From an optimization exercise on the open Yosys and OpenROAD flow, aimed at small area, a short achievable clock period and few clock cycles; shortcuts taken in it are not production practice. At most, simulation tests tie the RTL to the original design; equivalence was not proved. Power is estimated from default activity; no workload was simulated.

fjord:
==> flow/design.v <==
`timescale 1ns / 1ps
module SimpleCPU(clk, rst, data_fromRAM, wrEn, addr_toRAM, data_toRAM);
input clk, rst;
input wire [31:0] data_fromRAM;
output wire wrEn;
output wire [9:0] addr_toRAM;
output wire [31:0] data_toRAM;
localparam ADD = 3'd0, NAND = 3'd1, SRL = 3'd2, LT = 3'd3,
           CP  = 3'd4, CPI  = 3'd5, BZJ = 3'd6, MUL = 3'd7;
localparam S_FW  = 3'd0,   
           S_DEC = 3'd1,   
           S_G1  = 3'd2,
           S_G2  = 3'd3,
           S_G3  = 3'd4,
           S_EX  = 3'd5,   
           S_M   = 3'd6,   
           S_BT  = 3'd7;   
reg [2:0]  state;
reg [9:0]  pc;
reg [9:0]  addr;
reg        wr;
reg [2:0]  op;
reg        im;
reg [9:0]  fa;
reg [31:0] r1, r2;
reg [4:0]  cnt;
reg        first, sleft, sodd, sbig;
reg        rs;            
reg        ltf;           
wire [31:0] d = data_fromRAM;
assign wrEn       = wr & ~rst;
assign addr_toRAM = addr;
assign data_toRAM = r2;
wire [9:0] pc1 = pc + 10'd1;
reg  [1:0]  xsel;    
reg         xand;    
reg         xneg;
reg  [2:0]  ysel;    
reg         cin;
reg  [31:0] ay;
wire [31:0] m1 = ({32{xsel == 2'd1}} & ({32{~xand}} | r2))
               | ({32{xsel == 2'd3}} & {18'd0, 14'h3fff});
wire [31:0] m2 = {32{xsel == 2'd2}};
wire [31:0] ax = ((d & m1) | ({d[30:0], 1'b0} & m2)) ^ {32{xneg}};
always @(*) begin
	case (ysel)
	3'd1: ay = r2;
	3'd2: ay = {r2[29:0], 2'b00};
	3'd3: ay = {1'b0, r2[31:1]};
	3'd4: ay = {2'b00, r2[31:2]};
	default: ay = 32'd0;
	endcase
end
wire [33:0] asum0 = {1'b0, ax, 1'b1} + {1'b0, ay, cin};
wire [32:0] asum = asum0[33:1];
wire       mwin = sleft;
wire [2:0] bd = mwin ? {r1[17:16] & {2{~first}}, r1[15]} : r1[31:29];
wire booth_zero = (bd == 3'b000) || (bd == 3'b111);
wire booth_two  = (bd == 3'b011) || (bd == 3'b100);
wire booth_neg  = bd[2] && !booth_zero;
function [4:0] srl_cnt(input [5:0] n);
	srl_cnt = {1'b0, n[4:1]} + {4'd0, n[0] & ~n[5]};
endfunction
reg [2:0]  state_n;
reg        wr_n;
reg [4:0]  cnt_n;
reg        first_n, sleft_n, sodd_n, sbig_n;
reg        a_A, a_B, a_pc1, a_pc, a_sum;
reg [9:0]  addr_n;
wire dec_big = |d[13:6];
wire g2_big  = |d[31:6];
wire g2_short = ~|d[31:16];
wire dop_is_mul = (d[31:29] == MUL);
wire [4:0] g2_cnt = g2_big ? 5'd0 : srl_cnt(d[5:0]);
wire is_alu = (op == ADD) || (op == NAND) || (op == LT);
always @(*) begin
	state_n   = state;
	wr_n      = 1'b0;
	cnt_n     = cnt - 5'd1;
	first_n   = first;
	sleft_n   = sleft;
	sodd_n    = sodd;
	sbig_n    = sbig;
	a_A       = 1'b0;
	a_B       = 1'b0;
	a_pc1     = 1'b0;
	a_pc      = 1'b0;
	a_sum     = 1'b0;
	xsel      = 2'd0;
	xneg      = 1'b0;
	xand      = 1'b0;
	ysel      = 3'd1;
	cin       = 1'b0;
	case (state)
	S_FW: state_n = S_DEC;
	S_DEC: begin
		xsel      = 2'd3;
		ysel      = 3'd0;
		first_n   = 1'b1;
		sleft_n   = dop_is_mul | d[5];
		sodd_n    = d[0];
		sbig_n    = dec_big;
		cnt_n     = dop_is_mul ? 5'd8 : (dec_big ? 5'd1 : srl_cnt(d[5:0]) + 5'd1);
		if (wr && addr == pc) begin
			a_pc    = 1'b1;
			state_n = S_FW;
		end else if (d[28] && d[31:29] == CP) begin
			a_pc1   = 1'b1;
			state_n = S_EX;
		end else begin
			a_A     = d[28] && d[31:29] != CPI;
			a_B     = !(d[28] && d[31:29] != CPI);
			state_n = S_G1;
		end
	end
	S_G1: begin
		state_n = S_G2;
		if (im && is_alu && op != LT) begin
			a_pc1   = 1'b1;
			state_n = S_EX;
		end else if (im && op == LT) begin
			state_n = S_EX;
		end else if (im && (op == MUL || op == SRL)) begin
			a_pc1   = (cnt == 5'd1);
			state_n = S_M;
		end else if (op == CP) begin
			a_pc1   = 1'b1;
			state_n = S_EX;
		end else if (op == BZJ && !im) begin
			a_pc1   = 1'b1;
		end else if (op == BZJ) begin
			xsel    = 2'd0;
			ysel    = 3'd1;
			a_sum   = 1'b1;
		end
	end
	S_G2: begin
		state_n = S_EX;
		case (op)
		ADD, NAND, LT: begin
			xsel  = 2'd1;
			ysel  = 3'd0;
			a_pc1 = (op != LT);
		end
		MUL: begin
			sleft_n = g2_short;
			cnt_n   = g2_short ? 5'd8 : 5'd15;
			state_n = S_M;
		end
		SRL: begin
			sleft_n = d[5];
			sodd_n  = d[0];
			sbig_n  = g2_big;
			cnt_n   = g2_cnt;
			a_pc1   = (g2_cnt == 5'd0);
			state_n = S_M;
		end
		CPI: if (im) begin
			xsel  = 2'd1;
			ysel  = 3'd0;
			a_pc1 = 1'b1;
		end else begin
			a_B     = 1'b1;
			state_n = S_G3;
		end
		BZJ: if (im) begin
			xsel    = 2'd1;
			a_sum   = 1'b1;
			state_n = (d[9:0] == 10'd0) ? S_DEC : S_FW;
		end else if (d != 32'd0) begin
			state_n = S_DEC;
		end else begin
			state_n = S_BT;
		end
		default: ;
		endcase
	end
	S_G3: begin
		a_pc1   = 1'b1;
		state_n = S_EX;
	end
	S_EX: begin
		wr_n    = 1'b1;
		state_n = S_DEC;
		case (op)
		ADD: xsel = 2'd1;
		LT: begin
			xsel    = 2'd1;
			xneg    = 1'b1;
			wr_n    = 1'b0;
			a_pc1   = 1'b1;
			cnt_n   = 5'd0;
			state_n = S_M;
		end
		NAND: begin
			xsel  = 2'd1;
			xand  = 1'b1;
			xneg  = 1'b1;
			ysel  = 3'd0;
		end
		CP: if (!im) begin
			xsel  = 2'd1;
			ysel  = 3'd0;
		end
		CPI: if (im) a_B = 1'b1; else begin
			xsel  = 2'd1;
			ysel  = 3'd0;
		end
		default: ;
		endcase
	end
	S_M: begin
		first_n = 1'b0;
		if (op == LT) begin
			ysel     = 3'd0;
			cin      = ltf;
		end else if (op == MUL) begin
			xsel     = booth_zero ? 2'd0 : (booth_two ? 2'd2 : 2'd1);
			xneg     = booth_neg;
			cin      = booth_neg;
			ysel     = first ? 3'd0 : 3'd2;
		end else if (sbig) begin
			ysel  = 3'd0;
		end else if (first) begin
			xsel  = (sleft && sodd) ? 2'd2 : 2'd1;
			ysel  = 3'd0;
		end else begin
			ysel   = sleft ? 3'd2 : (sodd ? 3'd3 : 3'd4);
			sodd_n = 1'b0;
		end
		a_pc1 = (cnt == 5'd1);
		if (cnt == 5'd0) begin
			wr_n    = 1'b1;
			state_n = S_DEC;
		end
	end
	S_BT: begin
		first_n = 1'b0;
		if (!first) begin
			a_B     = 1'b1;
			state_n = S_FW;
		end
	end
	endcase
	if (rst) wr_n = 1'b0;
	if (rs) begin
		state_n = S_FW;
		wr_n    = 1'b0;
	end
	addr_n = ({10{a_A}}   & d[23:14])
	       | ({10{a_B}}   & d[9:0])
	       | ({10{a_pc1}} & pc1)
	       | ({10{a_pc}}  & pc)
	       | ({10{a_sum}} & asum[9:0])
	       | ({10{!(a_A || a_B || a_pc1 || a_pc || a_sum)}} & fa);
	if (rs) addr_n = 10'd0;
end
always @(posedge clk) begin
	state <= state_n;
	addr  <= addr_n;
	if (rs || a_pc1 || a_sum || (state == S_BT && !first)) pc <= addr_n;
	rs    <= rst;
	wr    <= wr_n;
	cnt   <= cnt_n;
	first <= first_n;
	sleft <= sleft_n;
	sodd  <= sodd_n;
	ltf   <= asum[32];
	sbig  <= sbig_n;
	if (state == S_DEC) begin
		op <= d[31:29];
		im <= d[28];
		fa <= d[23:14];
	end
	if (state == S_DEC || state == S_G2) r1 <= d;
	else                                 r1 <= {r1[29:0], 2'b00};
	r2    <= asum[31:0];
end
endmodule
==> flow/config.mk <==
export PLATFORM = sky130hd
export DESIGN_NAME = SimpleCPU
export DESIGN_NICKNAME = SimpleCPU
export VERILOG_FILES = /design/flow/design.v
export SDC_FILE = /design/flow/constraint.sdc
export NUM_CORES = 4
export LEC_CHECK = 0
export CAP_MARGIN = 20
export CORE_MARGIN = 2
export CORE_UTILIZATION = 40
export SLEW_MARGIN = 20
==> flow/constraint.sdc <==
create_clock -name core_clock -period 10.0 [get_ports {clk}]
set_input_delay 2.0000 -clock core_clock [delete_from_list [all_inputs] [get_ports {clk}]]
set_output_delay 2.0000 -clock core_clock [all_outputs]
set_load 0.01 [all_outputs]
standard.sh (not shown) runs the stock make flow with config.mk's settings and CLKGATE_MAP_FILE= SYNTH_SCRIPT=/design/flow/synth_recipe.tcl, a recipe that flattens the netlist after the stock synthesis.
==> flow/flow/run.sh <==
#!/bin/bash
# Standard ORFS layout, with repair_timing aiming past the clock period the
# SDC states so that the achieved period gets as short as the design allows,
# and plain buffers on the ports.
set -euo pipefail
export SETUP_SLACK_MARGIN=5.5
export CTS_ARGS="-sink_clustering_enable -repair_clock_nets -dont_use_dummy_load"
export BUFFER_PORTS_ARGS="-buffer_cell sky130_fd_sc_hd__buf_2"
bash standard.sh > standard.log 2>&1
The inputs of lagoon differ from those of fjord as listed below.
--- a/flow/design.v
+++ b/flow/design.v
@@ -25,9 +25,9 @@
 reg [31:0] r1, r2;
 reg [4:0]  cnt;
 reg        first, sleft, sodd, sbig;
 reg        rs;            
-reg        ltf;           
+wire       ltf = sodd;    
 wire [31:0] d = data_fromRAM;
 assign wrEn       = wr & ~rst;
 assign addr_toRAM = addr;
 assign data_toRAM = r2;
@@ -186,8 +186,9 @@
 		ADD: xsel = 2'd1;
 		LT: begin
 			xsel    = 2'd1;
 			xneg    = 1'b1;
+			sodd_n  = asum[32];
 			wr_n    = 1'b0;
 			a_pc1   = 1'b1;
 			cnt_n   = 5'd0;
 			state_n = S_M;
@@ -264,9 +265,8 @@
 	cnt   <= cnt_n;
 	first <= first_n;
 	sleft <= sleft_n;
 	sodd  <= sodd_n;
-	ltf   <= asum[32];
 	sbig  <= sbig_n;
 	if (state == S_DEC) begin
 		op <= d[31:29];
 		im <= d[28];
Notes after the runs:
lagoon — number of vias per cell 2.5% higher, fjord as reference
Across both runs, synthesized area was lower for lagoon than for fjord.
Looking at fjord and lagoon, the synthesized-area fraction occupied by adder cells is a wash.
Looking at highest ir drop seen on vdd across fjord and lagoon, the one that comes out higher is fjord.
Diff fjord -> lagoon: critical path depth rose by 1, post-route fraction of the period consumed by the critical path saw a decrease, final area fell 620 sq um.
Between fjord and lagoon, fraction of the mapped netlist area in simple logic gates decreased.
fjord → lagoon: max-slew headroom at the worst pin +7.9 points; routed wirelength normalized by instance count moved up; logic gate share of total power flat.
fjord has higher largest net degree at the start of global routing than lagoon.
Compared with fjord, lagoon shows a non-clock buffer count that is about 14% lower.
Testbench counts of lagoon, summed over its fixed seeds: cycles 205,053.
Only the layout flow was run in fjord; the RTL was not checked for function there.

==> separate check: timing with driven ports <==
The results above use ideal ports. As a check the final layouts listed here were re-extracted and re-timed, cells and wires unchanged.
Step 1 sets driving cells, clkbuf_16 on the clock port and buf_2 on the other inputs (assumed; they add their load-dependent delay and slew).
Step 2, shift: input delay + t, output delay - t, t = (earliest + latest rising clock arrival at the registers) / 2. This alone moves slack from input paths to output paths.
Three values: no drivers, after step 1, after step 2; two values: the first two.
| run | t, ns | setup slack, ns | worst setup path after step 2 | slew at the worst register clock pin (ns) | worst data-port slew with drivers (ns) |
|---|---|---|---|---|---|
| fjord | 0.456 | 5.543 / 5.525 / 5.069 | input to register | 0.06 / 0.06 | 0.06 |
| lagoon | 0.397 | 5.565 / 5.586 / 5.189 | input to register | 0.08 / 0.08 | 0.04 |
After both steps setup and hold are still met in every run listed. For fjord, which loses most, drivers alone change the setup slack by -0.018 ns; drivers and shift together by -0.474 ns.
